This design comes from an exercise in tuning for small area on the open sky130 flow, not from production work.
In this exercise RTL edits were held to simulation tests only and were not proved equivalent to the original.
No activity file was given, so power comes from the tool's default toggle rates.

==> design/flow/flow/run.sh <==
#!/bin/bash
# Own layout flow: the standard synthesis; then the combinational logic
# re-mapped for area with a few ABC scripts (flip-flops untouched), keeping
# the smallest mapping that is proven equivalent to the standard netlist;
# then the standard layout with small port buffers and a small clock tree.
set -uo pipefail
WORK=$(pwd)
PLAT=${FLOW_PLATFORM:-sky130hd}
RES=$WORK/orfs/results/$PLAT/SimulatedDevice/base
LIB=$FLOW_HOME/platforms/$PLAT/lib/sky130_fd_sc_hd__tt_025C_1v80.lib
YOSYS=yosys
[ -x "$FLOW_HOME/../tools/install/yosys/bin/yosys" ] && YOSYS=$FLOW_HOME/../tools/install/yosys/bin/yosys

bash standard.sh synth > $WORK/flow_synth.log 2>&1 || exit 1
cp $RES/1_2_yosys.v $WORK/std_netlist.v
python3 $WORK/flow/cutff.py $WORK/std_netlist.v $WORK/cut_std.v || exit 1

DU=""
for c in $(sed -n '/^export DONT_USE_CELLS/,/^$/p' $FLOW_HOME/platforms/$PLAT/config.mk | grep -o "sky130_fd_sc_hd__[a-z0-9_]*"); do DU="$DU -dont_use $c"; done
SEQ=$(grep -oE "sky130_fd_sc_hd__(e?df|sdf|sedf|dl|conb)[a-z0-9_]*" $WORK/std_netlist.v | sort -u | tr '\n' ' ')
FFS_STD=$(grep -oE "sky130_fd_sc_hd__(e?df|sdf|sedf)[a-z0-9_]* +[^ ]+" $WORK/std_netlist.v | sort | md5sum)

best=""
best_area=""
for s in a b c d; do
  cat > $WORK/remap_$s.ys <<EOF
read_liberty -ignore_miss_func $LIB
blackbox $SEQ
read_verilog $WORK/std_netlist.v
hierarchy -top $FLOW_TOP
flatten
opt_clean
abc -script $WORK/flow/remap_$s.abc -liberty $LIB $DU -D 25000
opt_clean -purge
hilomap -singleton -hicell sky130_fd_sc_hd__conb_1 HI -locell sky130_fd_sc_hd__conb_1 LO
splitnets
opt_clean -purge
tee -o $WORK/remap_$s.stat stat -liberty $LIB
write_verilog -noattr -noexpr -nohex -nodec -selected $WORK/remap_all_$s.v
EOF
  $YOSYS -s $WORK/remap_$s.ys > $WORK/flow_remap_$s.log 2>&1 || continue
  python3 - $WORK/remap_all_$s.v $WORK/remap_$s.v $FLOW_TOP <<'P' || continue
import sys,re
t=open(sys.argv[1]).read()
m=re.search(r'module '+sys.argv[3]+r'\b.*?endmodule',t,re.S)
open(sys.argv[2],'w').write(m.group(0)+'\n')
P
  # same flip-flop instances as the standard netlist
  [ "$FFS_STD" = "$(grep -oE "sky130_fd_sc_hd__(e?df|sdf|sedf)[a-z0-9_]* +[^ ]+" $WORK/remap_$s.v | sort | md5sum)" ] || continue
  # combinational equivalence, every flip-flop cut into ports
  python3 $WORK/flow/cutff.py $WORK/remap_$s.v $WORK/cut_remap_$s.v || continue
  cat > $WORK/equiv_$s.ys <<EOF
read_liberty -ignore_miss_func $LIB
read_verilog $WORK/cut_std.v
hierarchy -top $FLOW_TOP
flatten
rename $FLOW_TOP gold
design -stash gold
read_liberty -ignore_miss_func $LIB
read_verilog $WORK/cut_remap_$s.v
hierarchy -top $FLOW_TOP
flatten
rename $FLOW_TOP gate
design -stash gate
design -copy-from gold -as gold gold
design -copy-from gate -as gate gate
miter -equiv -flatten -make_assert gold gate miter
hierarchy -top miter
sat -verify -prove-asserts miter
EOF
  $YOSYS -s $WORK/equiv_$s.ys > $WORK/flow_equiv_$s.log 2>&1 || continue
  area=$(grep "Chip area" $WORK/remap_$s.stat | awk '{print $NF}')
  echo "script $s: area $area, equivalent" >> $WORK/flow_choice.log
  if [ -z "$best" ] || python3 -c "import sys; sys.exit(0 if float('$area') < float('$best_area') else 1)"; then
    best=$s; best_area=$area
  fi
done
if [ -n "$best" ]; then
  echo "using re-mapped netlist $best ($best_area)" >> $WORK/flow_choice.log
  cp $WORK/remap_$best.v $RES/1_2_yosys.v
  touch $RES/1_2_yosys.v
else
  echo "using standard netlist" >> $WORK/flow_choice.log
fi

bash standard.sh \
  BUFFER_PORTS_ARGS="-buffer_cell sky130_fd_sc_hd__buf_1" \
  CTS_ARGS="-sink_clustering_enable -repair_clock_nets -dont_use_dummy_load -buf_list {sky130_fd_sc_hd__clkbuf_4 sky130_fd_sc_hd__clkbuf_8} -root_buf sky130_fd_sc_hd__clkbuf_8 -sink_clustering_size 20" \
  finish > $WORK/flow_layout.log 2>&1
==> design/flow/constraint.sdc <==
create_clock -name core_clock -period 25.0 [get_ports {sys_clk}]
set_input_delay 5.0000 -clock core_clock [delete_from_list [all_inputs] [get_ports {sys_clk}]]
set_output_delay 5.0000 -clock core_clock [all_outputs]
set_load 0.01 [all_outputs]
==> design/flow/design.v <==
`timescale 1ns / 1ps
module SimulatedDevice(
    input[1:0] global_state,
    input sys_clk,
    input rx,
    output tx,
    input turn_left_signal,
    input turn_right_signal,
    input move_forward_signal,
    input move_backward_signal,
    input place_barrier_signal,
    input destroy_barrier_signal,
    input rst,
    input clutch,
    input throttle,
    input brake,
    input power_on,
    input power_off,
    output front_detector,
    output back_detector,
    output left_detector,
    output right_detector,
    output move_backward_light,
    output move_forward_light,
    output turn_left_light,
    output turn_right_light,
    output power_light,
    output reg [2:0] state_light,
    output [3:0] moving_light,
    output [7:0] seg1,
    output [7:0] seg2,
    output [7:0] an
    );
    localparam [3:0] NON_MOVING = 4'b0000, MOVE_FORWARD = 4'b0001,
                     MOVE_BACK = 4'b0010, TURN_LEFT = 4'b0100, TURN_RIGHT = 4'b1000;
    reg [6:0] g;
    reg [1:0] m3;
    always @(posedge sys_clk)
        if (rst) begin
            g <= 7'd16;
            m3 <= 2'd0;
        end
        else begin
            g <= g + 7'd1;
            if (g == 7'd127) m3 <= m3[1] ? 2'd0 : m3 + 2'd1;
        end
    wire even     = ~g[0];                  
    wire tick_ms  = (g[4:0] == 5'd31);      
    wire tick_20  = (g == 7'd79);           
    wire tick_div = (g[3:0] == 4'h7);       
    reg power1;
    reg [1:0] temp_state;
    localparam [2:0] E_A = 3'd0, E_B = 3'd1, E_C = 3'd3, E_H = 3'd2,
                     E_D = 3'd4, E_E = 3'd5, E_F = 3'd6, E_G = 3'd7;
    reg [2:0] e;
    wire [1:0] state = (e == E_A) ? 2'b00 : (e == E_B || e == E_C) ? 2'b01 :
                       (e == E_H) ? 2'b11 : 2'b10;
    wire [3:0] moving_state = {e == E_G, e == E_F, e == E_E, e == E_C || e == E_D || e == E_H};
    wire power = power1;
    assign power_light = power1;
    assign moving_light = moving_state;
    assign move_backward_light = 1'b0;
    assign move_forward_light = 1'b0;
    wire [3:0] rec;
    assign front_detector = rec[0];
    assign left_detector  = rec[1];
    assign right_detector = rec[2];
    assign back_detector  = rec[3];
    reg crossroad, nms_fwd, nms_left;
    always @(posedge sys_clk) begin
        crossroad <= rec[3] | ~rec[2] | ~rec[1];
        nms_fwd   <= rec[1] & rec[2];
        nms_left  <= ~rec[1] & (rec[2] | (rec[3] & ~rec[0]));
    end
    reg [15:0] mc;
    reg [1:0] tag;
    always @(posedge sys_clk) begin
        if (rst) tag <= 2'b01;
        else if (tick_20) begin
            tag <= state;
            mc <= (state == tag) ? mc + 16'd1 : 16'd1;
        end
    end
    wire turn_v  = (tag == 2'b10);
    wire turn16_ge100 = turn_v & (mc >= 16'd100);
    wire turn16_ge200 = turn_v & (mc >= 16'd200);
    wire turn11_ge100 = turn_v & (mc[10:0] >= 11'd100);
    wire cool_ge50    = (tag == 2'b11) & (mc[10:0] >= 11'd50);
    wire wait_ge100   = (tag == 2'b00) & (mc[10:0] >= 11'd100);
    wire rgs = move_backward_signal;
    wire left = turn_left_signal;
    wire right = turn_right_signal;
    wire lt_only = left & ~right;
    wire rt_only = ~left & right;
    wire [2:0] e_turn = lt_only ? E_F : rt_only ? E_G : E_D;    
    wire [2:0] e_hold = (e == E_F) ? E_F : E_G;                 
    wire s00 = (e == E_A);
    wire s01 = (e == E_B) | (e == E_C);
    wire s10 = (state == 2'b10);
    wire s11 = (e == E_H);
    reg [2:0] e_m, e_s, e_a;
    always @(*) begin
        e_m = E_A;
        if (s00) begin
            if (~brake & throttle & clutch & ~rgs) e_m = E_B;
        end
        else if (s01) begin
            if (brake) e_m = E_A;
            else if (~clutch & throttle) e_m = rgs ? E_E : e_turn;
            else if (~throttle) e_m = E_B;
            else e_m = e;
        end
        else if (s10) begin
            if ((rgs & ~clutch) | brake) e_m = E_A;
            else if (~throttle) e_m = E_B;
            else if (rgs) e_m = E_E;
            else e_m = e_turn;
        end
        e_s = E_A;
        if (s01) e_s = crossroad ? E_A : E_C;
        else if (s00) begin
            if (move_forward_signal) e_s = E_H;
            else if (rgs) e_s = E_F;
            else if (lt_only) e_s = E_F;
            else if (rt_only) e_s = E_G;
        end
        else if (s10) e_s = ((~move_forward_signal & rgs) ? turn16_ge200 : turn16_ge100) ? E_H : e_hold;
        else e_s = cool_ge50 ? E_C : E_H;
        e_a = E_A;
        if (s01) e_a = crossroad ? E_A : E_C;
        else if (s00) begin
            if (wait_ge100) e_a = nms_fwd ? E_H : nms_left ? E_F : E_G;
        end
        else if (s10) e_a = turn11_ge100 ? E_H : e_hold;
        else e_a = cool_ge50 ? E_C : E_H;
    end
    reg [2:0] e_n;
    always @(*) begin
        if (~power) e_n = E_A;
        else case (global_state)
            2'b00: e_n = e_m;
            2'b10: e_n = e_s;
            default: e_n = e_a;
        endcase
    end
    wire man_act = power & (global_state == 2'b00);
    wire lights_on = s00 | (~brake & throttle & ((s01 & ((~clutch & ~rgs) | (clutch & (e == E_C)))) | (s10 & ~rgs)));
    wire lights_lr = ~s00;
    assign turn_left_light = man_act & lights_on & (left | ~lights_lr);
    assign turn_right_light = man_act & lights_on & (right | ~lights_lr);
    wire manual_power = ~((s00 & ~brake & throttle & ~clutch) | (s10 & rgs & ~clutch));    
    always @(posedge sys_clk)
        if (rst) e <= E_A;
        else if (global_state != 2'b11) e <= e_n;
    always @(*) begin
        if (power) begin
            case (state)
                2'b00: state_light = 3'b001;
                2'b01: state_light = 3'b010;
                2'b10: state_light = 3'b100;
                default: state_light = (global_state == 2'b00) ? 3'b100 : 3'b111;
            endcase
        end
        else state_light = 3'b000;
    end
    reg [27:0] R;
    wire [7:0] cy;
    wire [27:0] R_inc;
    assign cy[0] = 1'b1;
    genvar gk;
    generate for (gk = 0; gk < 7; gk = gk + 1) begin : bcd
        wire [3:0] d = R[4*gk +: 4];
        assign R_inc[4*gk]   = ~d[0];
        assign R_inc[4*gk+1] = (d[1] ^ d[0]) & ~d[3];
        assign R_inc[4*gk+2] = d[2] ^ (d[1] & d[0]);
        assign R_inc[4*gk+3] = (d[3] & ~d[0]) | (d[2] & d[1] & d[0]);
        assign cy[gk+1] = cy[gk] & d[3] & d[0];
    end endgenerate
    wire gs_chg = (temp_state != global_state);
    wire manual_poff = ~manual_power;
    wire off_req = power_off | ((global_state == 2'b00) & ~power_on & manual_poff) | gs_chg;
    wire r1000 = R[12];
    wire activate = man_act;
    wire moving = moving_state[0] | moving_state[1];
    reg r_clr, r_inc;
    always @(*) begin
        r_clr = 1'b0;
        r_inc = 1'b0;
        if (rst) r_clr = 1'b1;
        else if (tick_ms) begin
            if (power1) r_clr = off_req;
            else if (gs_chg | (power_on & r1000) | (~power_on & (global_state == 2'b00))) r_clr = 1'b1;
            else r_inc = power_on;
        end
        else if (even & power1) begin
            r_clr = ~activate;
            r_inc = activate & moving;
        end
    end
    integer k;
    always @(posedge sys_clk)
        for (k = 0; k < 7; k = k + 1)
            if (r_clr) R[4*k +: 4] <= 4'd0;
            else if (r_inc & cy[k]) R[4*k +: 4] <= R_inc[4*k +: 4];
    always @(posedge sys_clk) begin
        if (rst) begin
            power1 <= 1'b0;
            temp_state <= 2'b00;
        end
        else if (tick_ms) begin
            temp_state <= global_state;
            if (power1) power1 <= ~off_req;
            else power1 <= ~gs_chg & power_on & r1000;
        end
    end
    localparam [3:0] BLANK = 4'd15;
    localparam [3:0] FCODE = 4'd12;
    reg [3:0] S1, S2;
    reg [3:0] code;
    always @(*) begin
        case (g[6:4])
            3'd0: code = R[3:0];
            3'd1: code = R[7:4];
            3'd2: code = R[11:8];
            3'd3: code = R[15:12];
            3'd4: code = R[19:16];
            3'd5: code = R[23:20];
            default: code = R[27:24];
        endcase
        if (~activate) code = FCODE;
        if (g[6:4] == 3'd7) code = 4'd0;
    end
    always @(posedge sys_clk) begin
        if (rst) begin
            S1 <= BLANK;
            S2 <= BLANK;
        end
        else if (tick_div) begin
            if (g[6]) S1 <= code;
            else S2 <= code;
        end
    end
    localparam [127:0] SEGTAB = {8'h00, 8'h1e, 8'h96, 8'h8e, 8'h52, 8'hda, 8'hf6, 8'hfe, 8'he0, 8'hbe, 8'hb6, 8'h66, 8'hf2, 8'hda, 8'h60, 8'hfc};
    assign seg1 = SEGTAB[{S1, 3'b000} +: 8];
    assign seg2 = SEGTAB[{S2, 3'b000} +: 8];
    genvar ai;
    generate for (ai = 0; ai < 8; ai = ai + 1) begin : anode
        assign an[ai] = (g[6:3] == 2*ai + 1) || (g[6:3] == ((2*ai + 2) % 16));
    end endgenerate
    reg started;
    reg [2:0] tbuf;
    wire [3:0] tms = {tbuf == E_G, tbuf == E_F, tbuf == E_E, tbuf == E_C || tbuf == E_D || tbuf == E_H};
    wire [3:0] h = {m3, g[6:5]};
    always @(posedge sys_clk) begin
        if (rst) started <= 1'b0;
        else if (m3 == 2'd0 && g == 7'd127) begin
            started <= 1'b1;
            tbuf <= e;
        end
    end
    reg txd;
    always @(*) begin
        case (h)
            4'd5, 4'd10, 4'd11, 4'd0: txd = 1'b0;
            4'd6: txd = tms[0];
            4'd7: txd = tms[1];
            4'd8: txd = tms[2];
            4'd9: txd = tms[3];
            4'd2: txd = (tbuf == E_A || tbuf == E_B);
            default: txd = 1'b1;
        endcase
        if (~started) txd = 1'b1;
    end
    assign tx = txd;
    reg [7:0] P;
    reg rxd1, rxd2;
    reg [3:0] dsh, dout1;
    wire p_idle = (P <= 8'd10);
    wire edge_s = ~rxd1 & rxd2;
    always @(posedge sys_clk) begin
        if (rst) begin
            P <= 8'd0;
            rxd1 <= 1'b1;
            rxd2 <= 1'b1;
            dout1 <= 4'd0;
        end
        else if (even) begin
            if (p_idle) begin
                rxd1 <= rx;
                rxd2 <= rxd1;
            end
            if (P == 8'd10) P <= edge_s ? 8'd11 : 8'd12;
            else if (P == 8'd171) P <= 8'd0;
            else if (~(p_idle & ((P == 8'd0) ^ edge_s))) P <= P + 8'd1;
            if (P[3:0] == 4'ha && P[7:4] != 4'd0 && P[7:4] <= 4'd4) dsh <= {rx, dsh[3:1]};
            if (P[7:2] == 6'b100111) dout1 <= dsh;
        end
    end
    assign rec = dout1;
endmodule
==> design/flow/config.mk <==
export PLATFORM = sky130hd
export DESIGN_NAME = SimulatedDevice
export DESIGN_NICKNAME = SimulatedDevice
export VERILOG_FILES = /design/flow/design.v
export SDC_FILE = /design/flow/constraint.sdc
export NUM_CORES = 4
export LEC_CHECK = 0
export CAP_MARGIN = 20
export CORE_MARGIN = 2
export CORE_UTILIZATION = 60
export SLEW_MARGIN = 20
==> design/flow/flow/remap_a.abc <==
strash
dch -f
map -a
strash
balance
rewrite
refactor
balance
rewrite
rewrite -z
balance
refactor -z
rewrite -z
balance
dch -f
map -a
strash
dch -f
map -a
topo
==> design/flow/flow/cutff.py <==
import re,sys
# cutff.py IN.v OUT.v : replace every flip-flop instance by ports (Q -> input, other pins -> outputs)
t=re.sub(r'\(\*.*?\*\)','',open(sys.argv[1]).read())
m=re.search(r'module\s+(\w+)\s*\((.*?)\);',t,re.S)
top=m.group(1)
newports=[];decls=[];assigns=[]
def repl(mm):
    typ,name,body=mm.group(1),mm.group(2),mm.group(3)
    if not re.match(r'sky130_fd_sc_hd__(e?df|sdf|sedf)',typ): return mm.group(0)
    key=re.sub(r'[^A-Za-z0-9_]','_',name)
    for p,n in re.findall(r'\.(\w+)\(([^()]*)\)',body):
        n=n.strip()
        if n.startswith('\\'): n=n+' '
        if p in ('CLK',): continue
        if p in ('Q','Q_N'):
            pn='ffq_%s_%s'%(key,p); newports.append(pn); decls.append('input %s;'%pn)
            assigns.append('assign %s = %s%s;'%(n,'~' if p=='Q_N' else '',pn))
        else:
            pn='ffd_%s_%s'%(key,p); newports.append(pn); decls.append('output %s;'%pn)
            assigns.append('assign %s = %s;'%(pn,n))
    return ''
body=re.sub(r'(sky130_fd_sc_hd__\w+)\s+(\\\S+\s|\S+)\s*\((.*?)\);',repl,t,flags=re.S)
body=body.replace(m.group(0),'module %s(%s, %s);\n%s\n%s'%(top,m.group(2),', '.join(newports),'\n'.join(decls),'\n'.join(assigns)),1)
open(sys.argv[2],'w').write(body)
==> design/flow/standard.sh <==
#!/bin/bash
# synth_recipe.tcl (not shown) runs the flow's synth.tcl, then flattens the netlist and writes it again
# the make line also repeats each setting of config.mk as NAME=value (left out here)
make -C /OpenROAD-flow-scripts/flow DESIGN_CONFIG=/design/flow/config.mk WORK_HOME=/design/flow/orfs CLKGATE_MAP_FILE= SYNTH_SCRIPT=/design/flow/synth_recipe.tcl "${@:-finish}"
==> design/flow/flow/remap_c.abc <==
strash
dch -f
map -a
strash
dch -f
map -a
strash
dch -f
map -a
strash
dch -f
amap
topo
==> design/flow/flow/remap_d.abc <==
strash
dc2
dch -f
map -a
strash
dc2
dch -f
map -a
topo
==> design/flow/flow/remap_b.abc <==
strash
dch -f
amap
topo
==> impl_results.md, run 1 <==
- Outcome: timing/DRC/antenna clean
- Count of port buffers added during placement: 50
- Number of global-route vias before repair: approximately 4300
- Area growth from synthesis to layout: 9.97%
- Proportion of power drawn by flip-flops and latches: about 63%
- Standard-cell row count: 32
- Cell-internal power: ~0.00019 W
- Power spent charging and discharging nets: approximately 0.000059 W
- Weighted congestion reported at the end of routability-driven placement: ~0.94
- Clk buf depth: 2
- Floorplan die area: 0.00864 mm²
- Leakage component of the power: between 1.5 and 2 nW
- DRT Wirelength: around 12000 µm
- Switching share of power: between 20% and 30%
- Total CTS buffers: 9
- Final worst path period need: roughly 12 ns
- Final setup margin: roughly 13 ns
- Diode insertion count for antenna repair: 0
- Total number of vias: around 4800
- Setup slack of the worst register-to-register path: approximately 20 ns
- Synthesized area divided by synthesized cell count: 7.63 µm²
- Total GRT Usage: ~28%
- DR iter-0 viols: approximately 270
- Latest clock arrival within the worst-skew pair: 0.36 ns
- Cells on worst reg2reg path: 17
- # Max-Cap Violations: 0
- Number of warning messages in the yosys log: 1
- Largest net degree at the start of global routing: 29
- Clock share of power: 31.9%
- Proportion of power drawn by combinational gates: about 5.6%
- Design Power: 0.000252 W
- Final net count: around 710
- Starting Density: between 60% and 70%
- Crit Path Max Fanout: 6
- Count of pins on the block boundary: 57
- Detailed-routing iteration count for the pre-antenna-repair pass: 5
- Leftover overflow at the end of global routing: 0
- Delay-heaviest family, CP: buffers and inverters
- Clock-pin transition on the worst setup and hold timing paths: 0.06 ns
- Wire length of the first global-routing pass: roughly 20000 µm
- Die span in x: just over 90 µm
- CTS H-tree lvls: 3
- Max-Slew Margin vs Limit: between 40 and 50%
- CTS tree: done
- Path type of the worst min-delay path: register to register
- Count of nets left with antenna violations after detail routing: 0
- Final clock period utilization by the worst path: 48.4%
- Vertical die dimension: 92.9 µm
- CORE AREA: 0.00769 mm²
- RSZ-0062 raised after global routing: false
- Worst slack at placement: around 13 ns
- Final Max Tran Viols: 0
- Sum of net half-perimeters after detailed placement: approximately 8800 µm
- Arrival time reported for the critical path endpoint: 7.11 ns
- Pwr dens: slightly below 50 mW/mm²
- Fillers: 691
- Largest clock skew in the final design: roughly 0.022 ns
- Worst setup path class: primary input to output port
- Post-Synthesis Cell Area: 0.00475 mm²
- Count of buffers added by post-CTS timing repair for setup: 0
- CP required: 20.00 ns
- Worst Hold Depth: 1
- Cells traversed along the worst timing path: buf_1 -> nor2_1 -> clkinv_1 -> nor2_1 -> clkinv_1 -> o22ai_1 -> o21a_1 -> buf_1
- Hold wc startpoint: dout1[1]
- Via count normalized by instance count: 6.06
- Post-placement cell count: 780
- CP Launch Type: primary input
- Fmax: 0.0826 GHz
- Clk sinks: 94
- Sequential cell area: 0.00211 mm²
- Sum of negative setup slack: 0 ns
- Synthesized instance count: between 600 and 700
- Finished Layout Cells: ~790
- Endpoint type of the worst setup path: output port
- CTS Hold Bufs: 0
- Initial antenna violation count: 0
- Slew at the pin with the worst max-slew slack: 0.811 ns
- Setup violators final: 0
- Multi-input gate area: roughly 0.0023 mm²
- Critical register-to-register path startpoint: g[0]
- Crit path buffers/inverters: 4
- Fraction of layout instances using a drive strength above 1: 1.75%
- Cell area after placement: between 0.005 and 0.006 mm²
- Max incr delay on CP: about 0.4 ns
- Peak supply drop: between 0.03 and 0.04 mV
- Endpoint with the worst hold slack: nms_left
- Average wire per standard cell: 15.1 µm
- Number of remaining DRC errors: 0
- Slowest CP cell: sky130_fd_sc_hd__nor2_1
- Cell area after layout: ~0.0052 mm²
- Post-cts gate resize count: 0
- Clock root buffer: sky130_fd_sc_hd__clkbuf_8
- Final number of hold-violating endpoints: 0
## worst max-delay path by stage
stage | start | endpoint | slack [ns] | cells past startpoint
global route | global_state[0] | turn_right_light | 12.67 | 8
floorplan | global_state[0] | turn_left_light | 13.83 | 6
CTS | global_state[0] | turn_left_light | 12.99 | 8
detailed placement | global_state[0] | turn_left_light | 12.99 | 8
global placement | global_state[0] | turn_right_light | 12.98 | 8
finish | global_state[0] | turn_right_light | 12.89 | 8
## stage by stage
stage                     hold WS (ns)  utilization [%]
after floorplan                  0.425                -
after global placement           0.430             66.3
after detailed placement         0.448             66.3
after CTS                        0.462             67.9
after global routing             0.473             67.9
final                            0.460             67.9
## cell usage in the layout (no fill, tap or decap), types with 7 or more instances in the layout
master and n:
sky130_fd_sc_hd__nand2_1 59, sky130_fd_sc_hd__o21ai_0 39, sky130_fd_sc_hd__o22ai_1 21, sky130_fd_sc_hd__nor3_1 25, sky130_fd_sc_hd__a21oi_1 28, sky130_fd_sc_hd__a31oi_1 11
sky130_fd_sc_hd__dfxtp_1 71, sky130_fd_sc_hd__a211oi_1 32, sky130_fd_sc_hd__clkbuf_8 9, sky130_fd_sc_hd__clkinv_1 92, sky130_fd_sc_hd__buf_1 50, sky130_fd_sc_hd__nor4_1 7
sky130_fd_sc_hd__nand3_1 14, sky130_fd_sc_hd__nor2_1 128, sky130_fd_sc_hd__o221ai_1 7, sky130_fd_sc_hd__edfxtp_1 23
## routing by layer
metal / global-route usage [%] / up-vias / part of all wire, %
met3: 4.88 / 29 / 7.1
met5: 0 / - / 0
li1: - / 2378 / -
met1: 37.2 / 2175 / 44
met2: 46.3 / 196 / 47
met4: 10.2 / 0 / 2.2
## sequential cells by signal, summed over array words and instances, names as in the netlist, 2 cells and up, named ones only
signal	count
R	21
mc	16
P	8
g	7
S1	4
S2	4
dout1	4
dsh	4
e	3
tbuf	3
m3	2
tag	2
temp_state	2
## power by group through the flow
| stage | clock [W] | combinational [W] | sequential (W) |
|---|---|---|---|
| 2_1_floorplan | 0 | 0.00000912 | 0.000161 |
| 3_3_place_gp | 0 | 0.0000131 | 0.000161 |
| 3_5_place_dp | 0 | 0.0000136 | 0.000161 |
| 6_report | 0.0000803 | 0.0000141 | 0.000157 |
| 5_1_grt | 0.0000867 | 0.0000154 | 0.000158 |
| 4_1_cts | 0.0000817 | 0.0000136 | 0.000157 |
## area by class of cell
type | instances | share of cell area [%]
multi-input combinational | 439 | 44.1
sequential | 94 | 40.5
inverter | 92 | 6.62
timing repair buffer | 53 | 4.03
tap | 102 | 2.45
clock buffer | 9 | 2.37
==> run 2: changes to the inputs <==
--- a/design/flow/flow/run.sh
+++ b/design/flow/flow/run.sh
@@ -85,5 +85,5 @@
 
 bash standard.sh \
   BUFFER_PORTS_ARGS="-buffer_cell sky130_fd_sc_hd__buf_1" \
-  CTS_ARGS="-sink_clustering_enable -repair_clock_nets -dont_use_dummy_load -buf_list {sky130_fd_sc_hd__clkbuf_4 sky130_fd_sc_hd__clkbuf_8} -root_buf sky130_fd_sc_hd__clkbuf_8 -sink_clustering_size 20" \
+  CTS_ARGS="-sink_clustering_enable -repair_clock_nets -dont_use_dummy_load -buf_list {sky130_fd_sc_hd__clkbuf_16} -sink_clustering_size 100 -sink_clustering_max_diameter 500" \
   finish > $WORK/flow_layout.log 2>&1
==> run 2 against run 1 <==
Compared with the run above:
- core utilization rose by 1.3 points
- clock power rose by 44%
- critical path depth unchanged
- combinational power barely moved
- first-iteration DRC count grew 4.5%
- count of clock-buffer cells in the layout did not move
- maximum frequency about the same
- cell count stayed put
- critical path type unchanged
- largest cell class unchanged
==> impl_results.md, run 2 <==
- Fraction of layout instances using a drive strength above 1: 1.75% (unchanged)
- Synthesized instance count: 622 (unchanged)
- Count of nets left with antenna violations after detail routing: 0 (unchanged)
- Count of buffers added by post-CTS timing repair for setup: 0 (unchanged)
- Setup violators final: 0 (unchanged)
- Final setup margin: 12.90 ns (+0.00910 ns)
- Met1 usage in global routing: 37.5% (+0.26 points)
- Total number of vias: 4751 (-0.57%)
- Critical register-to-register path startpoint: g[0]
- Peak supply drop: 0.0355 mV (-9.3%)
- DRT Wirelength: 12000 µm (+0.75%)
- RSZ-0062 raised after global routing: false
- Largest clock skew in the final design: 0.0156 ns (-0.00669 ns)
- Post-Synthesis Cell Area: 0.00475 mm² (unchanged)
- Detailed-routing iteration count for the pre-antenna-repair pass: 4 (-1)
- Pwr dens: 54.0 mW/mm² (+12%)
- CP required: 20.00 ns (about the same)
- Number of remaining DRC errors: 0 (unchanged)
- Leftover overflow at the end of global routing: 0 (unchanged)
- Setup slack of the worst register-to-register path: 20.04 ns (-0.03 ns)
- Synthesized area divided by synthesized cell count: 7.63 µm² (unchanged)
- Cell area after placement: 0.00509 mm² (unchanged)
- Leakage component of the power: 1.70 nW (+2.8%)
- Crit Path Max Fanout: 6 (unchanged)
- Sum of net half-perimeters after detailed placement: 8830 µm (unchanged)
- Utilization after layout: 69.2% (+1.3 points)
- Worst slack at placement: 12.99 ns (unchanged)
- Weighted congestion reported at the end of routability-driven placement: 0.945 (unchanged)
- Total CTS buffers: 9 (unchanged)
- Clock-pin transition on the worst setup and hold timing paths: 0.05 ns (about the same)
- Final number of hold-violating endpoints: 0 (unchanged)
- Final net count: 705 (unchanged)
- DR iter-0 viols: 278 (+4.5%)
- Final Max Tran Viols: 0 (unchanged)
- Hold wc startpoint: dout1[1]
- Outcome: timing/DRC/antenna clean
- Endpoint type of the worst setup path: output port
- Initial antenna violation count: 0 (unchanged)
- Clock root buffer: sky130_fd_sc_hd__clkbuf_16
- Clk sinks: 94 (unchanged)
- Design Power: 0.000287 W (+14%)
- Busiest layer in global routing: met2
- Total GRT Usage: 28.5% (+0.42 points)
- Endpoint with the worst hold slack: nms_left
- Number of warning messages in the yosys log: 1 (unchanged)
- Final worst path period need: 12.10 ns (-0.00910 ns)
- CTS Hold Bufs: 0 (unchanged)
- CP Launch Type: primary input
- Wire length of the first global-routing pass: 19800 µm (+1.1%)
- Diode insertion count for antenna repair: 0 (unchanged)
- Standard-cell row count: 32 (unchanged)
- Largest registers: R x21, mc x16, P x8
- GRT met2 Usage: 46.6% (+0.30 points)
- Vertical die dimension: 92.9 µm (unchanged)
- Worst Hold Depth: 1 (unchanged)
- Met3 track demand over resource in global routing: 5.21% (+0.33 points)
- Number of global-route vias before repair: 4375 (+1.3%)
- Cells on worst reg2reg path: 17 (unchanged)
- Clk buf depth: 2 (unchanged)
- Sum of negative setup slack: 0 ns (unchanged)
- Largest reg by FF count: R
- Highest-count cells in the layout ignoring fill and taps: sky130_fd_sc_hd__nor2_1 (128), sky130_fd_sc_hd__clkinv_1 (92), sky130_fd_sc_hd__dfxtp_1 (71)
- Average wire per standard cell: 15.2 µm (+0.75%)
- Area growth from synthesis to layout: 12.1%
- Floorplan die area: 0.00864 mm² (unchanged)
- Path type of the worst min-delay path: register to register
- Post-cts gate resize count: 0 (unchanged)
- Worst setup path class: primary input to output port
- Via count normalized by instance count: 6.02 (-0.57%)
- Cell area after layout: 0.00532 mm² (+1.9%)
- Final clock period utilization by the worst path: 48.4% (about the same)
- CORE AREA: 0.00769 mm² (unchanged)
- Arrival time reported for the critical path endpoint: 7.10 ns (about the same)
- Largest net degree at the start of global routing: 29 (unchanged)
- Slew at the pin with the worst max-slew slack: 0.829 ns (+0.0177 ns)
- Commonest non-fill, non-tap cell in the layout: sky130_fd_sc_hd__nor2_1
- Count of pins on the block boundary: 57 (unchanged)
- Max-Slew Margin vs Limit: 44.0% (-1.2 points)
- Die span in x: 92.9 µm (unchanged)
- Number of flip-flops under the largest register name: 21 (unchanged)
- # Max-Cap Violations: 0 (unchanged)
- Fmax: 0.0827 GHz (about the same)
- Latest clock arrival within the worst-skew pair: 0.33 ns (-0.03 ns)
- CTS H-tree lvls: 3 (unchanged)
- Starting Density: 61.7% (unchanged)
- Count of port buffers added during placement: 50 (unchanged)
- Fillers: 678 (-1.9%)
- CTS tree: done
run 2: final cells by class:
class | instances | area [µm²] | share of cell area [%]
inverter | 92 | 345 | 6.49
clock buffer | 9 | 225 | 4.23
multi-input combinational | 439 | 2300 | 43.2
tap | 102 | 128 | 2.40
timing repair buffer | 53 | 210 | 3.95
sequential | 94 | 2110 | 39.7
run 2: worst max-delay path by stage:
stage          slack, ns  cells after the start            start          endpoint
2_1_floorplan      13.83                      6  global_state[0]   turn_left_light
3_3_place_gp       12.98                      8  global_state[0]  turn_right_light
3_5_place_dp       12.99                      8  global_state[0]   turn_left_light
4_1_cts            12.95                      8  global_state[0]   turn_left_light
5_1_grt            12.64                      8  global_state[0]  turn_right_light
6_report           12.90                      8  global_state[0]  turn_right_light
run 2: per-stage QoR:
step | hold slack [ns] | cells
after detailed placement | 0.448 | 780
after global routing | 0.466 | 789
after CTS | 0.460 | 789
after floorplan | 0.425 | 625
final | 0.457 | 789
after global placement | 0.430 | 780
run 2: where the power goes:
group / switching, W / internal, W
Combinational: 0.00000972 / 0.00000435
Clock: 0.0000520 / 0.0000635
Sequential: 0.00000124 / 0.000156
Total: 0.0000630 / 0.000224
run 2: worst max-delay path, stage by stage:
cell and delay, ns:
sky130_fd_sc_hd__buf_1 0.14, sky130_fd_sc_hd__nor2_1 0.39, sky130_fd_sc_hd__clkinv_1 0.28, sky130_fd_sc_hd__nor2_1 0.37, sky130_fd_sc_hd__clkinv_1 0.34, sky130_fd_sc_hd__o22ai_1 0.29, sky130_fd_sc_hd__o21a_1 0.14, sky130_fd_sc_hd__buf_1 0.14
run 2: layer usage:
metal  vias up  wire length, µm
li1       2377                -
met3        26              766
met1      2166             5340
met2       182             5690
met4         0              219
met5         -                0
==> run 3: changes to the inputs <==
--- a/design/flow/flow/run.sh
+++ b/design/flow/flow/run.sh
@@ -85,5 +85,5 @@
 
 bash standard.sh \
   BUFFER_PORTS_ARGS="-buffer_cell sky130_fd_sc_hd__buf_1" \
-  CTS_ARGS="-sink_clustering_enable -repair_clock_nets -dont_use_dummy_load -buf_list {sky130_fd_sc_hd__clkbuf_16} -sink_clustering_size 100 -sink_clustering_max_diameter 500" \
+  CTS_ARGS="-sink_clustering_enable -repair_clock_nets -dont_use_dummy_load -buf_list {sky130_fd_sc_hd__clkbuf_8} -sink_clustering_size 50 -sink_clustering_max_diameter 300" \
   finish > $WORK/flow_layout.log 2>&1
==> run 3 against run 2 <==
Compared with the run above:
- synthesized cell count stayed put
- clock skew is 0.0067 ns higher
- count of clock-buffer cells in the layout stayed put
- via count is 0.57% higher
- sequential share of layout area is 0.77 points higher
- clock power is 31% lower
- cell area is 1.9% lower
- cell count stayed put
- power is 12% lower
- critical path type unchanged
==> impl_results.md, run 3 <==
- Slew at the pin with the worst max-slew slack: 0.811 ns (-0.0177 ns)
- Final clock period utilization by the worst path: 48.4% (about the same)
- Area growth from synthesis to layout: 9.97%
- Total CTS buffers: 9 (unchanged)
- Leftover overflow at the end of global routing: 0 (unchanged)
- Clk buf depth: 2 (unchanged)
- RSZ-0062 raised after global routing: false
- Largest registers: R x21, mc x16, P x8
- CORE AREA: 0.00769 mm² (unchanged)
- Clock root buffer: sky130_fd_sc_hd__clkbuf_8
- Number of warning messages in the yosys log: 1 (unchanged)
- Latest clock arrival within the worst-skew pair: 0.36 ns (+0.03 ns)
- Floorplan die area: 0.00864 mm² (unchanged)
- Starting Density: 61.7% (unchanged)
- DR iter-0 viols: 266 (-4.3%)
- Cells traversed along the worst timing path: buf_1 -> nor2_1 -> clkinv_1 -> nor2_1 -> clkinv_1 -> o22ai_1 -> o21a_1 -> buf_1
- Count of buffers added by post-CTS timing repair for setup: 0 (unchanged)
- Fmax: 0.0826 GHz (about the same)
- Finished Layout Cells: 789 (unchanged)
- Largest clock skew in the final design: 0.0223 ns (+0.00669 ns)
- Average wire per standard cell: 15.1 µm (-0.74%)
- Largest reg by FF count: R
- Vertical die dimension: 92.9 µm (unchanged)
- Setup violators final: 0 (unchanged)
- Count of nets left with antenna violations after detail routing: 0 (unchanged)
- Count of port buffers added during placement: 50 (unchanged)
- Total number of vias: 4778 (+0.57%)
- Via count normalized by instance count: 6.06 (+0.57%)
- Final net count: 705 (unchanged)
- Pwr dens: 48.2 mW/mm² (-11%)
- Post-placement cell count: 780 (unchanged)
- Synthesized instance count: 622 (unchanged)
- DRT Wirelength: 11900 µm (-0.74%)
- Commonest non-fill, non-tap cell in the layout: sky130_fd_sc_hd__nor2_1
- Initial antenna violation count: 0 (unchanged)
- # Max-Cap Violations: 0 (unchanged)
- CTS tree: done
- Number of flip-flops under the largest register name: 21 (unchanged)
- Worst setup path class: primary input to output port
- CP required: 20.00 ns (about the same)
- Design Power: 0.000252 W (-12%)
- Post-cts gate resize count: 0 (unchanged)
- Final worst path period need: 12.11 ns (+0.00910 ns)
- Max incr delay on CP: 0.39 ns (about the same)
- Sum of negative setup slack: 0 ns (unchanged)
- Number of remaining DRC errors: 0 (unchanged)
- Total GRT Usage: 28.1% (-0.42 points)
- Peak supply drop: 0.0392 mV (+10%)
- Arrival time reported for the critical path endpoint: 7.11 ns (about the same)
- Outcome: timing/DRC/antenna clean
- Endpoint type of the worst setup path: output port
- Weighted congestion reported at the end of routability-driven placement: 0.945 (unchanged)
- Largest net degree at the start of global routing: 29 (unchanged)
- Final Max Tran Viols: 0 (unchanged)
- Final number of hold-violating endpoints: 0 (unchanged)
- Wire length of the first global-routing pass: 19600 µm (-1.0%)
- Highest-count cells in the layout ignoring fill and taps: sky130_fd_sc_hd__nor2_1 (128), sky130_fd_sc_hd__clkinv_1 (92), sky130_fd_sc_hd__dfxtp_1 (71)
- Clk sinks: 94 (unchanged)
- Slowest CP cell: sky130_fd_sc_hd__nor2_1
- CTS Hold Bufs: 0 (unchanged)
- Fraction of layout instances using a drive strength above 1: 1.75% (unchanged)
- Diode insertion count for antenna repair: 0 (unchanged)
- Crit Path Max Fanout: 6 (unchanged)
- Number of global-route vias before repair: 4320 (-1.3%)
- CTS H-tree lvls: 3 (unchanged)
- Post-Synthesis Cell Area: 0.00475 mm² (unchanged)
- Synthesized area divided by synthesized cell count: 7.63 µm² (unchanged)
- Post-Route Hold Slack: 0.460 ns (+0.00282 ns)
- Die span in x: 92.9 µm (unchanged)
- Max-Slew Margin vs Limit: 45.2% (+1.2 points)
- Leakage component of the power: 1.65 nW (-2.7%)
- Detailed-routing iteration count for the pre-antenna-repair pass: 5 (+1)
- Sum of net half-perimeters after detailed placement: 8830 µm (unchanged)
- Fillers: 691 (+1.9%)
- Count of pins on the block boundary: 57 (unchanged)
- Standard-cell row count: 32 (unchanged)
- CP Launch Type: primary input
- Path type of the worst min-delay path: register to register
- Clock-pin transition on the worst setup and hold timing paths: 0.06 ns (about the same)
==> run 3: path summary, 6_finish.rpt <==
path                            cells after the start            start  slack, ns                to
worst min-delay path                                1         dout1[1]       0.46          nms_left
worst max-delay path                                8  global_state[0]      12.89  turn_right_light
worst max register to register                     17             g[0]      20.07          register
worst min register to register                      1         dout1[1]       0.46          nms_left
==> run 3: per-stage QoR <==
step | util [%] | worst slack [ns] | area, µm²
final | 67.9 | 12.89 | 5220
after global routing | 67.9 | 12.67 | 5220
after CTS | 67.9 | 12.99 | 5220
after detailed placement | 66.3 | 12.99 | 5090
after global placement | 66.3 | 12.98 | 5090
after floorplan | - | 13.83 | 4760
==> run 3: area by class of cell <==
| cell class | instances | area (µm²) | area share [%] |
|---|---|---|---|
| Sequential cell | 94 | 2110 | 40.5 |
| Tap cell | 102 | 128 | 2.45 |
| Timing Repair Buffer | 53 | 210 | 4.03 |
| Multi-Input combinational cell | 439 | 2300 | 44.1 |
| Clock buffer | 9 | 124 | 2.37 |
| Inverter | 92 | 345 | 6.62 |
==> run 3: power by group <==
group | total [W] | internal [W] | switching (W)
combinational | 0.0000141 | 0.00000435 | 0.00000975
sequential | 0.000157 | 0.000156 | 0.00000124
clock | 0.0000803 | 0.0000324 | 0.0000478
total | 0.000252 | 0.000193 | 0.0000588
==> run 3: critical path, delay by kind of cell <==
kind / cells / cell delay [ns]
compound gates: 2 / 0.43
buf+inv: 4 / 0.90
simple gates: 2 / 0.77
==> run 3: routing by layer <==
layer	share of wire (%)	up-vias	wire length (µm)	global-route usage (%)
met4	2.2	0	259	10.2
met1	44	2175	5240	37.2
met2	47	196	5580	46.3
met3	7.1	29	841	4.88
li1	-	2378	-	-
met5	0	-	0	0
==> run 4: changes to the inputs <==
--- a/design/flow/flow/run.sh
+++ b/design/flow/flow/run.sh
@@ -85,5 +85,5 @@
 
 bash standard.sh \
   BUFFER_PORTS_ARGS="-buffer_cell sky130_fd_sc_hd__buf_1" \
-  CTS_ARGS="-sink_clustering_enable -repair_clock_nets -dont_use_dummy_load -buf_list {sky130_fd_sc_hd__clkbuf_8} -sink_clustering_size 50 -sink_clustering_max_diameter 300" \
+  CTS_ARGS="-sink_clustering_enable -repair_clock_nets -dont_use_dummy_load -buf_list {sky130_fd_sc_hd__clkbuf_8} -sink_buffer_max_cap_derate 1.0 -sink_clustering_size 50 -sink_clustering_max_diameter 300" \
   finish > $WORK/flow_layout.log 2>&1
--- a/design/flow/config.mk
+++ b/design/flow/config.mk
@@ -7,5 +7,5 @@
 export LEC_CHECK = 0
 export CAP_MARGIN = 20
 export CORE_MARGIN = 2
-export CORE_UTILIZATION = 60
+export CORE_UTILIZATION = 40
 export SLEW_MARGIN = 20
==> run 4 against run 3 <==
Compared with the run above:
- still clean
- cell count up 5.2%
- worst setup slack better by 0.080 ns
- global-route usage fell by 9.4 points
- worst hold slack improved by 0.00072 ns
- cell area rose by 0.98%
- sequential share of layout area decreased by 0.39 points
- power shrank 0.80%
- critical path depth did not move
- routed wire length decreased by 0.94%
- highest routed layer unchanged
==> impl_results.md, run 4 <==
- Outcome: timing/DRC/antenna clean
- Final Max Tran Viols: 0 (unchanged)
- Cell area after placement: 0.00515 mm² (+1.0%)
- CTS H-tree lvls: 3 (unchanged)
- Count of pins on the block boundary: 57 (unchanged)
- Final number of hold-violating endpoints: 0 (unchanged)
- CTS tree: done
- Count of port buffers added during placement: 50 (unchanged)
- RSZ-0062 raised after global routing: false
- Count of nets left with antenna violations after detail routing: 0 (unchanged)
- Peak supply drop: 0.0238 mV (-39%)
- Largest clock skew in the final design: 0.0252 ns (+0.00298 ns)
- Final setup margin: 12.98 ns (+0.0803 ns)
- Commonest non-fill, non-tap cell in the layout: sky130_fd_sc_hd__nor2_1
- DR iter-0 viols: 306 (+15%)
- Final clock period utilization by the worst path: 48.1% (-0.32 points)
- Wire length of the first global-routing pass: 19600 µm (+0.17%)
- Weighted congestion reported at the end of routability-driven placement: 0.907 (-4.0%)
- Post-cts gate resize count: 0 (unchanged)
- Number of global-route vias before repair: 4118 (-4.7%)
- Cells on worst reg2reg path: 17 (unchanged)
- Clock root buffer: sky130_fd_sc_hd__clkbuf_8
- Diode insertion count for antenna repair: 0 (unchanged)
- Floorplan die area: 0.0128 mm² (+48%)
- Area growth from synthesis to layout: 11.0%
- Die span in x: 113 µm (+22%)
- Average wire per standard cell: 14.2 µm (-5.8%)
- # Max-Cap Violations: 0 (unchanged)
- Max incr delay on CP: 0.34 ns (-0.05 ns)
- Utilization after layout: 45.8% (-22 points)
- Starting Density: 41.2% (-21 points)
- Total GRT Usage: 18.7% (-9.4 points)
- Number of flip-flops under the largest register name: 21 (unchanged)
- Endpoint with the worst hold slack: dsh[0]
- CTS Hold Bufs: 0 (unchanged)
- Highest-count cells in the layout ignoring fill and taps: sky130_fd_sc_hd__nor2_1 (128), sky130_fd_sc_hd__clkinv_1 (92), sky130_fd_sc_hd__dfxtp_1 (71)
- Pwr dens: 47.4 mW/mm² (-1.8%)
- Proportion of power drawn by flip-flops and latches: 63.0% (+0.5 points)
- Synthesized area divided by synthesized cell count: 7.63 µm² (unchanged)
- Crit Path Max Fanout: 6 (unchanged)
- Slowest CP cell: sky130_fd_sc_hd__nor2_1
- Standard-cell row count: 39 (+22%)
- Cell area after layout: 0.00527 mm² (+0.98%)
- Leakage component of the power: 1.65 nW (unchanged)
- Detailed-routing iteration count for the pre-antenna-repair pass: 16 (+11)
- Via count normalized by instance count: 5.58 (-7.8%)
- Leftover overflow at the end of global routing: 0 (unchanged)
- Setup slack of the worst register-to-register path: 20.28 ns (+0.21 ns)
- Slew at the pin with the worst max-slew slack: 0.767 ns (-0.0440 ns)
- Sum of net half-perimeters after detailed placement: 8950 µm (+1.4%)
- Synthesized instance count: 622 (unchanged)
- CP required: 20.00 ns (about the same)
- Crit path buffers/inverters: 4 (unchanged)
- CP Launch Type: primary input
- Fmax: 0.0832 GHz (+0.67%)
- Vertical die dimension: 113 µm (+22%)
- Total CTS buffers: 9 (unchanged)
- Number of warning messages in the yosys log: 1 (unchanged)
- Proportion of power drawn by combinational gates: 5.7% (about the same)
- Largest registers: R x21, mc x16, P x8
- Final worst path period need: 12.02 ns (-0.0803 ns)
- Finished Layout Cells: 830 (+5.2%)
- Count of buffers added by post-CTS timing repair for setup: 0 (unchanged)
- Cell-internal power: 0.000193 W (about the same)
- Number of remaining DRC errors: 0 (unchanged)
- Largest net degree at the start of global routing: 29 (unchanged)
- CORE AREA: 0.0115 mm² (+50%)
- Power spent charging and discharging nets: 0.0000569 W (-3.4%)
- Max-Slew Margin vs Limit: 48.1% (+3.0 points)
- Clk sinks: 94 (unchanged)
- Switching share of power: 22.8% (-0.60 points)
- Worst Hold Depth: 0 (-1)
- Worst slack at placement: 13.05 ns (+0.0537 ns)
- Clk buf depth: 2 (unchanged)
- DRT Wirelength: 11800 µm (-0.94%)
- Fraction of layout instances using a drive strength above 1: 1.75% (unchanged)
- Arrival time reported for the critical path endpoint: 7.02 ns (-0.09 ns)
- Latest clock arrival within the worst-skew pair: 0.35 ns (about the same)
- Final net count: 705 (unchanged)
- Worst setup path class: primary input to output port
- Largest reg by FF count: R
- Cells traversed along the worst timing path: buf_1 -> nor2_1 -> clkinv_1 -> nor2_1 -> clkinv_1 -> o22ai_1 -> o21a_1 -> buf_1
- Total number of vias: 4633 (-3.0%)
- Clock share of power: 31.3% (-0.6 points)
- Setup violators final: 0 (unchanged)
- Sum of negative setup slack: 0 ns (unchanged)
- Hold wc startpoint: dsh[1]
- Post-placement cell count: 821 (+5.3%)
- Clock-pin transition on the worst setup and hold timing paths: 0.07 ns (about the same)
- Initial antenna violation count: 0 (unchanged)
- Endpoint type of the worst setup path: output port
- Post-Synthesis Cell Area: 0.00475 mm² (unchanged)
- Path type of the worst min-delay path: register to register
- Critical register-to-register path startpoint: g[0]
- Delay-heaviest family, CP: buffers and inverters
-- run 4: cell counts in the layout (fill, tap and decap cells not counted) --
Identical to the previous run, type by type.
-- run 4: metrics by stage --
step                hold WS (ns)  total power, W
floorplan                  0.425        0.000170
global placement           0.438        0.000174
detailed placement         0.441        0.000175
CTS                        0.459        0.000253
global route               0.477        0.000261
finish                     0.460        0.000250
-- run 4: how the worst max path moves through the flow --
stage	cells after the start	slack [ns]	to	start
3_3_place_gp	8	13.04	turn_left_light	global_state[0]
4_1_cts	8	13.04	turn_right_light	global_state[0]
6_report	8	12.98	turn_right_light	global_state[0]
5_1_grt	8	12.85	turn_right_light	global_state[0]
2_1_floorplan	6	13.83	turn_left_light	global_state[0]
3_5_place_dp	8	13.05	turn_right_light	global_state[0]
-- run 4: final cells by class --
cell class	count	area, µm²
fillers	1191	6250
multi-input cells	439	2300
flip-flops and latches	94	2110
inverters	92	345
repair buffers	53	210
well taps	143	179
clock buffers	9	124
-- run 4: power by group through the flow --
stage               Clock (W)  Sequential (W)  Combinational (W)
global route        0.0000877        0.000158          0.0000158
finish              0.0000782        0.000157          0.0000142
CTS                 0.0000819        0.000157          0.0000140
floorplan                   0        0.000161         0.00000912
detailed placement          0        0.000161          0.0000140
global placement            0        0.000161          0.0000135
-- run 4: per-layer routing --
metal / GRT usage [%] / vias to the layer above / part of all wire [%]
met1: 25.8 / 2134 / 48
met2: 29.1 / 114 / 45
li1: - / 2371 / -
met5: 0 / - / 0
met4: 7.07 / 0 / 1.3
met3: 3.54 / 14 / 5.8
==> run 5: changes to the inputs <==
--- a/design/flow/flow/run.sh
+++ b/design/flow/flow/run.sh
@@ -85,5 +85,5 @@
 
 bash standard.sh \
   BUFFER_PORTS_ARGS="-buffer_cell sky130_fd_sc_hd__buf_1" \
-  CTS_ARGS="-sink_clustering_enable -repair_clock_nets -dont_use_dummy_load -buf_list {sky130_fd_sc_hd__clkbuf_8} -sink_buffer_max_cap_derate 1.0 -sink_clustering_size 50 -sink_clustering_max_diameter 300" \
+  CTS_ARGS="-sink_clustering_enable -repair_clock_nets -dont_use_dummy_load -buf_list {sky130_fd_sc_hd__clkbuf_4 sky130_fd_sc_hd__clkbuf_8}" \
   finish > $WORK/flow_layout.log 2>&1
==> run 5 against run 4 <==
Compared with the run above:
- still clean
- area after synthesis did not move
- register-to-register slack barely moved
- sequential cell count is the same
- cell area did not move
- first-iteration DRC count unchanged
- count of clock-buffer cells in the layout unchanged
- critical path depth is the same
- clock skew did not move
- synthesized cell count did not move
- highest routed layer unchanged
==> impl_results.md, run 5 <==
- CORE AREA: 0.0115 mm² (unchanged)
- Leftover overflow at the end of global routing: 0 (unchanged)
- # Max-Cap Violations: 0 (unchanged)
- Average wire per standard cell: 14.2 µm (unchanged)
- Number of remaining DRC errors: 0 (unchanged)
- Worst setup path class: primary input to output port
- Outcome: timing/DRC/antenna clean
- Clock-pin transition on the worst setup and hold timing paths: 0.07 ns (about the same)
- Largest net degree at the start of global routing: 29 (unchanged)
- Clk sinks: 94 (unchanged)
- CTS tree: done
- Max-Slew Margin vs Limit: 48.1% (unchanged)
- Largest registers: R x21, mc x16, P x8
- Fraction of layout instances using a drive strength above 1: 1.75% (unchanged)
- Final net count: 705 (unchanged)
- Largest reg by FF count: R
- Via count normalized by instance count: 5.58 (unchanged)
- Total number of vias: 4633 (unchanged)
- Final worst path period need: 12.02 ns (unchanged)
- Wire length of the first global-routing pass: 19600 µm (unchanged)
- Final Max Tran Viols: 0 (unchanged)
- Crit Path Max Fanout: 6 (unchanged)
- Leakage component of the power: 1.65 nW (unchanged)
- Count of buffers added by post-CTS timing repair for setup: 0 (unchanged)
- Standard-cell row count: 39 (unchanged)
- Starting Density: 41.2% (unchanged)
- Highest-count cells in the layout ignoring fill and taps: sky130_fd_sc_hd__nor2_1 (128), sky130_fd_sc_hd__clkinv_1 (92), sky130_fd_sc_hd__dfxtp_1 (71)
- Count of pins on the block boundary: 57 (unchanged)
- Area growth from synthesis to layout: 11.0% (unchanged)
- Fmax: 0.0832 GHz (unchanged)
- Peak supply drop: 0.0238 mV (unchanged)
- Path type of the worst min-delay path: register to register
- CTS Hold Bufs: 0 (unchanged)
- DRT Wirelength: 11800 µm (unchanged)
- Worst slack at placement: 13.05 ns (unchanged)
- Sum of net half-perimeters after detailed placement: 8950 µm (unchanged)
- CTS H-tree lvls: 3 (unchanged)
- Floorplan die area: 0.0128 mm² (unchanged)
- Setup violators final: 0 (unchanged)
- CP required: 20.00 ns (about the same)
- Final number of hold-violating endpoints: 0 (unchanged)
- Arrival time reported for the critical path endpoint: 7.02 ns (about the same)
- CP Launch Type: primary input
- Post-cts gate resize count: 0 (unchanged)
- Clock root buffer: sky130_fd_sc_hd__clkbuf_8
- Die span in x: 113 µm (unchanged)
- Synthesized instance count: 622 (unchanged)
- Endpoint type of the worst setup path: output port
- Total CTS buffers: 9 (unchanged)
- Pwr dens: 47.4 mW/mm² (unchanged)
- Final setup margin: 12.98 ns (unchanged)
- Total GRT Usage: 18.7% (unchanged)
- Clk buf depth: 2 (unchanged)
- Count of nets left with antenna violations after detail routing: 0 (unchanged)
- Max incr delay on CP: 0.34 ns (about the same)
- Weighted congestion reported at the end of routability-driven placement: 0.907 (unchanged)
- Number of flip-flops under the largest register name: 21 (unchanged)
- Post-Synthesis Cell Area: 0.00475 mm² (unchanged)
- Initial antenna violation count: 0 (unchanged)
- Slew at the pin with the worst max-slew slack: 0.767 ns (unchanged)
- Number of warning messages in the yosys log: 1 (unchanged)
- Cells traversed along the worst timing path: buf_1 -> nor2_1 -> clkinv_1 -> nor2_1 -> clkinv_1 -> o22ai_1 -> o21a_1 -> buf_1
- RSZ-0062 raised after global routing: false
- Slowest CP cell: sky130_fd_sc_hd__nor2_1
- Diode insertion count for antenna repair: 0 (unchanged)
- Number of global-route vias before repair: 4118 (unchanged)
- Largest clock skew in the final design: 0.0252 ns (unchanged)
- Count of port buffers added during placement: 50 (unchanged)
- Detailed-routing iteration count for the pre-antenna-repair pass: 16 (unchanged)
- DR iter-0 viols: 306 (unchanged)
- Commonest non-fill, non-tap cell in the layout: sky130_fd_sc_hd__nor2_1
- Synthesized area divided by synthesized cell count: 7.63 µm² (unchanged)
- Final clock period utilization by the worst path: 48.1% (unchanged)
- Vertical die dimension: 113 µm (unchanged)
- Latest clock arrival within the worst-skew pair: 0.35 ns (about the same)
- Sum of negative setup slack: 0 ns (unchanged)
run 5: cell counts in the layout (fill, tap and decap cells not counted):
No cell type changed its count.
run 5: where the power goes:
part,leakage [nW],total (W),internal [W],switching (W)
logic,0.801,0.0000142,0.00000435,0.00000981
clock network,0.0647,0.0000782,0.0000324,0.0000458
registers,0.785,0.000157,0.000156,0.00000124
total,1.65,0.000250,0.000193,0.0000569
run 5: final cells by class:
cell class              instances  area [µm²]
inverters                      92         345
well taps                     143         179
flip-flops and latches         94        2110
fillers                      1191        6250
clock buffers                   9         124
repair buffers                 53         210
multi-input cells             439        2300
run 5: worst paths after layout:
check	startpoint	to	slack (ns)	cells past startpoint
setup / recovery	global_state[0]	turn_right_light	12.98	8
hold / removal	dsh[1]	dsh[0]	0.46	0
setup reg to reg	g[0]	register	20.28	17
hold reg to reg	dsh[1]	dsh[0]	0.46	0
run 5: critical path, delay by kind of cell:
kind                   cells  cell delay [ns]
and+or+nand+nor            2             0.67
AOI/OAI and AO/OA          2             0.51
buffers and inverters      4             0.85
run 5: routing by layer:
| layer | wire [µm] | part of all wire [%] | GRT usage [%] | vias to the layer above |
|---|---|---|---|---|
| met2 | 5360 | 45 | 29.1 | 114 |
| met4 | 158 | 1.3 | 7.07 | 0 |
| met3 | 685 | 5.8 | 3.54 | 14 |
| li1 | - | - | - | 2371 |
| met1 | 5620 | 48 | 25.8 | 2134 |
| met5 | 0 | 0 | 0 | - |
run 5: through the flow:
stage,cell area [µm²],hold WS [ns],utilization [%],power (W),cells
after floorplan,4760,0.425,-,0.000170,625
after global placement,5150,0.438,44.7,0.000174,821
after detailed placement,5150,0.441,44.7,0.000175,821
after CTS,5270,0.459,45.8,0.000253,830
after global routing,5270,0.477,45.8,0.000261,830
final,5270,0.460,45.8,0.000250,830
==> run 6: changes to the inputs <==
--- a/design/flow/design.v
+++ b/design/flow/design.v
@@ -272,14 +272,14 @@
         if (~started) txd = 1'b1;
     end
     assign tx = txd;
-    reg [7:0] P;
+    reg [7:0] P;     
     reg rxd1, rxd2;
     reg [3:0] dsh, dout1;
-    wire p_idle = (P <= 8'd10);
+    wire p_idle = (P[7:4] == 4'd0);        
     wire edge_s = ~rxd1 & rxd2;
     always @(posedge sys_clk) begin
         if (rst) begin
-            P <= 8'd0;
+            P <= 8'd5;
             rxd1 <= 1'b1;
             rxd2 <= 1'b1;
             dout1 <= 4'd0;
@@ -289,11 +289,11 @@
                 rxd1 <= rx;
                 rxd2 <= rxd1;
             end
-            if (P == 8'd10) P <= edge_s ? 8'd11 : 8'd12;
-            else if (P == 8'd171) P <= 8'd0;
-            else if (~(p_idle & ((P == 8'd0) ^ edge_s))) P <= P + 8'd1;
-            if (P[3:0] == 4'ha && P[7:4] != 4'd0 && P[7:4] <= 4'd4) dsh <= {rx, dsh[3:1]};
-            if (P[7:2] == 6'b100111) dout1 <= dsh;
+            if (P == 8'd15) P <= edge_s ? 8'd16 : 8'd17;
+            else if (P == 8'd176) P <= 8'd5;
+            else if (~(p_idle & ((P == 8'd5) ^ edge_s))) P <= P + 8'd1;
+            if (P[3:0] == 4'hf && P[7:4] != 4'd0 && P[7:4] <= 4'd4) dsh <= {rx, dsh[3:1]};
+            if (P == 8'd161) dout1 <= dsh;
         end
     end
     assign rec = dout1;
--- a/design/flow/flow/run.sh
+++ b/design/flow/flow/run.sh
@@ -22,7 +22,8 @@
 
 best=""
 best_area=""
-for s in a b c d; do
+remap_one() {
+  local s=$1
   cat > $WORK/remap_$s.ys <<EOF
 read_liberty -ignore_miss_func $LIB
 blackbox $SEQ
@@ -38,17 +39,17 @@
 tee -o $WORK/remap_$s.stat stat -liberty $LIB
 write_verilog -noattr -noexpr -nohex -nodec -selected $WORK/remap_all_$s.v
 EOF
-  $YOSYS -s $WORK/remap_$s.ys > $WORK/flow_remap_$s.log 2>&1 || continue
-  python3 - $WORK/remap_all_$s.v $WORK/remap_$s.v $FLOW_TOP <<'P' || continue
+  $YOSYS -s $WORK/remap_$s.ys > $WORK/flow_remap_$s.log 2>&1 || return 1
+  python3 - $WORK/remap_all_$s.v $WORK/remap_$s.v $FLOW_TOP <<'P' || return 1
 import sys,re
 t=open(sys.argv[1]).read()
 m=re.search(r'module '+sys.argv[3]+r'\b.*?endmodule',t,re.S)
 open(sys.argv[2],'w').write(m.group(0)+'\n')
 P
   # same flip-flop instances as the standard netlist
-  [ "$FFS_STD" = "$(grep -oE "sky130_fd_sc_hd__(e?df|sdf|sedf)[a-z0-9_]* +[^ ]+" $WORK/remap_$s.v | sort | md5sum)" ] || continue
+  [ "$FFS_STD" = "$(grep -oE "sky130_fd_sc_hd__(e?df|sdf|sedf)[a-z0-9_]* +[^ ]+" $WORK/remap_$s.v | sort | md5sum)" ] || return 1
   # combinational equivalence, every flip-flop cut into ports
-  python3 $WORK/flow/cutff.py $WORK/remap_$s.v $WORK/cut_remap_$s.v || continue
+  python3 $WORK/flow/cutff.py $WORK/remap_$s.v $WORK/cut_remap_$s.v || return 1
   cat > $WORK/equiv_$s.ys <<EOF
 read_liberty -ignore_miss_func $LIB
 read_verilog $WORK/cut_std.v
@@ -68,7 +69,13 @@
 hierarchy -top miter
 sat -verify -prove-asserts miter
 EOF
-  $YOSYS -s $WORK/equiv_$s.ys > $WORK/flow_equiv_$s.log 2>&1 || continue
+  $YOSYS -s $WORK/equiv_$s.ys > $WORK/flow_equiv_$s.log 2>&1 || return 1
+  touch $WORK/remap_$s.ok
+}
+for s in a b c d; do remap_one $s & done
+wait
+for s in a b c d; do
+  [ -f $WORK/remap_$s.ok ] || continue
   area=$(grep "Chip area" $WORK/remap_$s.stat | awk '{print $NF}')
   echo "script $s: area $area, equivalent" >> $WORK/flow_choice.log
   if [ -z "$best" ] || python3 -c "import sys; sys.exit(0 if float('$area') < float('$best_area') else 1)"; then
==> design/flow/flow/remap_a.abc (replaced) <==
strash
dch -f
map -a
strash
dch -f
map -a
strash
dch -f
map -a
strash
dch -f
amap
topo
==> design/flow/flow/remap_c.abc (replaced) <==
strash
&get -n
&deepsyn -T 60 -S 3
&put
dch -f
map -a
strash
dch -f
map -a
strash
dch -f
map -a
strash
dch -f
amap
topo
==> design/flow/flow/remap_d.abc (replaced) <==
strash
&get -n
&deepsyn -T 60 -S 11
&put
dch -f
map -a
strash
dch -f
map -a
strash
dch -f
map -a
strash
dch -f
amap
topo
==> run 6 against run 5 <==
Compared with the run above:
- worst hold slack got worse by 0.0046 ns
- sequential share of layout area increased by 2.0 points
- area after synthesis down 5.4%
- largest cell class is now sequential cells
- core utilization increased by 0.30 points
- count of clock-buffer cells in the layout unchanged
- critical path depth up 5
==> impl_results.md, run 6 <==
- Outcome: timing/DRC/antenna clean
- Utilization after layout: 46.1% (+0.30 points)
- Clk sinks: 94 (unchanged)
- CP Launch Type: primary input
- Switching share of power: 24.9% (+2.1 points)
- Highest-count cells in the layout ignoring fill and taps: sky130_fd_sc_hd__nor2_1 (115), sky130_fd_sc_hd__clkinv_1 (85), sky130_fd_sc_hd__dfxtp_1 (71)
- Final clock period utilization by the worst path: 49.7% (+1.6 points)
- Sum of net half-perimeters after detailed placement: 8410 µm (-6.0%)
- Power spent charging and discharging nets: 0.0000660 W (+16%)
- Fmax: 0.0805 GHz (-3.2%)
- Leftover overflow at the end of global routing: 0 (unchanged)
- Initial antenna violation count: 0 (unchanged)
- Number of flip-flops under the largest register name: 21 (unchanged)
- Pwr dens: 52.8 mW/mm² (+11%)
- Slew at the pin with the worst max-slew slack: 0.922 ns (+0.155 ns)
- Starting Density: 41.2% (about the same)
- Fillers: 1120 (-6.0%)
- Number of global-route vias before repair: 3837 (-6.8%)
- Post-cts gate resize count: 0 (unchanged)
- Final number of hold-violating endpoints: 0 (unchanged)
- Count of pins on the block boundary: 57 (unchanged)
- Number of warning messages in the yosys log: 1 (unchanged)
- Total GRT Usage: 19.2% (+0.56 points)
- RSZ-0062 raised after global routing: false
- Max-Slew Margin vs Limit: 37.7% (-10 points)
- Total number of vias: 4246 (-8.4%)
- Cell-internal power: 0.000199 W (+3.1%)
- Proportion of power drawn by flip-flops and latches: 61.2% (-1.8 points)
- Multi-input gate area: 0.00207 mm² (-9.8%)
- Sequential cell area: 0.00211 mm² (unchanged)
- Latest clock arrival within the worst-skew pair: 0.36 ns (about the same)
- Number of remaining DRC errors: 0 (unchanged)
- Final setup margin: 12.57 ns (-0.401 ns)
- Die span in x: 110 µm (-2.6%)
- Diode insertion count for antenna repair: 0 (unchanged)
- Post-Synthesis Cell Area: 0.00449 mm² (-5.4%)
- Largest registers: R x21, mc x16, P x8
- Synthesized area divided by synthesized cell count: 7.95 µm² (+4.1%)
- Endpoint type of the worst setup path: output port
- Setup violators final: 0 (unchanged)
- Arrival time reported for the critical path endpoint: 7.43 ns (+0.41 ns)
- Detailed-routing iteration count for the pre-antenna-repair pass: 5 (-11)
- # Max-Cap Violations: 0 (unchanged)
- Sum of negative setup slack: 0 ns (unchanged)
- Proportion of power drawn by combinational gates: 8.8% (+3.1 points)
- Area growth from synthesis to layout: 11.7%
- Count of nets left with antenna violations after detail routing: 0 (unchanged)
- CORE AREA: 0.0109 mm² (-5.5%)
- Crit Path Max Fanout: 5 (-1)
- Clock-pin transition on the worst setup and hold timing paths: 0.09 ns (+0.02 ns)
- CTS Hold Bufs: 0 (unchanged)
- Largest reg by FF count: R
- Wire length of the first global-routing pass: 18200 µm (-7.1%)
- Worst slack at placement: 12.62 ns (-0.427 ns)
- Count of buffers added by post-CTS timing repair for setup: 0 (unchanged)
- Peak supply drop: 0.0326 mV (+37%)
- DRT Wirelength: 11000 µm (-7.1%)
- CTS H-tree lvls: 3 (unchanged)
- Design Power: 0.000265 W (+6.1%)
- Vertical die dimension: 110 µm (-2.6%)
- Clock root buffer: sky130_fd_sc_hd__clkbuf_8
- Fraction of layout instances using a drive strength above 1: 2.06% (+0.32 points)
- Average wire per standard cell: 14.3 µm (+0.12%)
- CTS tree: done
- Path type of the worst min-delay path: register to register
- Via count normalized by instance count: 5.51 (-1.2%)
- Floorplan die area: 0.0121 mm² (-5.2%)
- CP required: 20.00 ns (about the same)
- Largest net degree at the start of global routing: 23 (-21%)
- Final Max Tran Viols: 0 (unchanged)
- Clk buf depth: 2 (unchanged)
- Leakage component of the power: 1.60 nW (-2.8%)
- Clock share of power: 30.1% (-1.2 points)
- Final net count: 648 (-8.1%)
- Count of port buffers added during placement: 50 (unchanged)
- Worst setup path class: primary input to output port
- DR iter-0 viols: 244 (-20%)
- Synthesized instance count: 565 (-9.2%)
- Standard-cell row count: 38 (-2.6%)
- Largest clock skew in the final design: 0.0223 ns (-0.00293 ns)
- Weighted congestion reported at the end of routability-driven placement: 0.870 (-4.1%)
- Commonest non-fill, non-tap cell in the layout: sky130_fd_sc_hd__nor2_1
- Total CTS buffers: 9 (unchanged)
- Final worst path period need: 12.43 ns (+0.401 ns)
-- run 6: changes by cell type in the layout (fill, tap and decap cells not counted), sizes merged, moves of 5 or more --
cell,previous run,this run
or2,1,10
nand3,14,3
nand2,59,52
a221oi,6,1
a211oi,32,21
nor2,128,115
o22ai,21,12
o21ai,39,29
nor3,25,30
clkinv,92,85
-- run 6: final timing paths --
check / from / endpoint / slack [ns] / depth (start not counted)
hold reg to reg: started / started / 0.46 / 2
setup reg to reg: g[0] / R[25] / 20.29 / 21
hold / removal: started / started / 0.46 / 2
setup / recovery: global_state[0] / turn_left_light / 12.57 / 13
-- run 6: area by class of cell --
cell class,count,share of cell area [%]
Timing Repair Buffer,53,4.19
Inverter,85,6.36
Tap cell,140,3.49
Sequential cell,94,42.1
Multi-Input combinational cell,389,41.4
Clock buffer,9,2.47
-- run 6: through the flow --
stage	area, µm²	hold slack (ns)	instances
5_1_grt	5010	0.482	770
3_5_place_dp	4890	0.453	761
6_report	5010	0.456	770
2_1_floorplan	4500	0.422	568
3_3_place_gp	4890	0.433	761
4_1_cts	5010	0.466	770
-- run 6: layer usage --
| metal | vias up | part of all wire [%] | track usage [%] |
|---|---|---|---|
| li1 | 2140 | - | - |
| met1 | 1973 | 48 | 25.9 |
| met2 | 121 | 45 | 30.6 |
| met3 | 12 | 6.0 | 4.15 |
| met4 | 0 | 1.1 | 6.15 |
| met5 | - | 0 | 0 |
-- run 6: power groups by stage --
stage	Combinational, W	Sequential (W)	Clock [W]
3_5_place_dp	0.0000232	0.000165	0
3_3_place_gp	0.0000226	0.000165	0
5_1_grt	0.0000266	0.000163	0.0000880
6_report	0.0000232	0.000162	0.0000797
4_1_cts	0.0000232	0.000162	0.0000821
2_1_floorplan	0.0000166	0.000164	0
-- run 6: worst max-delay path, stage by stage --
cell and delay, ns:
sky130_fd_sc_hd__buf_1 0.11, sky130_fd_sc_hd__nor2_1 0.20, sky130_fd_sc_hd__clkinv_1 0.19, sky130_fd_sc_hd__nor2_1 0.34
sky130_fd_sc_hd__clkinv_1 0.19, sky130_fd_sc_hd__nor3_1 0.25, sky130_fd_sc_hd__a21oi_1 0.09, sky130_fd_sc_hd__or2_0 0.23
sky130_fd_sc_hd__a21oi_1 0.20, sky130_fd_sc_hd__nor2_1 0.07, sky130_fd_sc_hd__o32ai_1 0.23, sky130_fd_sc_hd__o21a_1 0.19
sky130_fd_sc_hd__buf_1 0.15

Check on run 6: ideal ports give 12.574 ns setup slack; a clkbuf_16 on the clock port and buf_2 on the inputs give 12.553 ns; moving port delays by the midpoint clock arrival (0.386 ns) as well gives 12.553 ns.
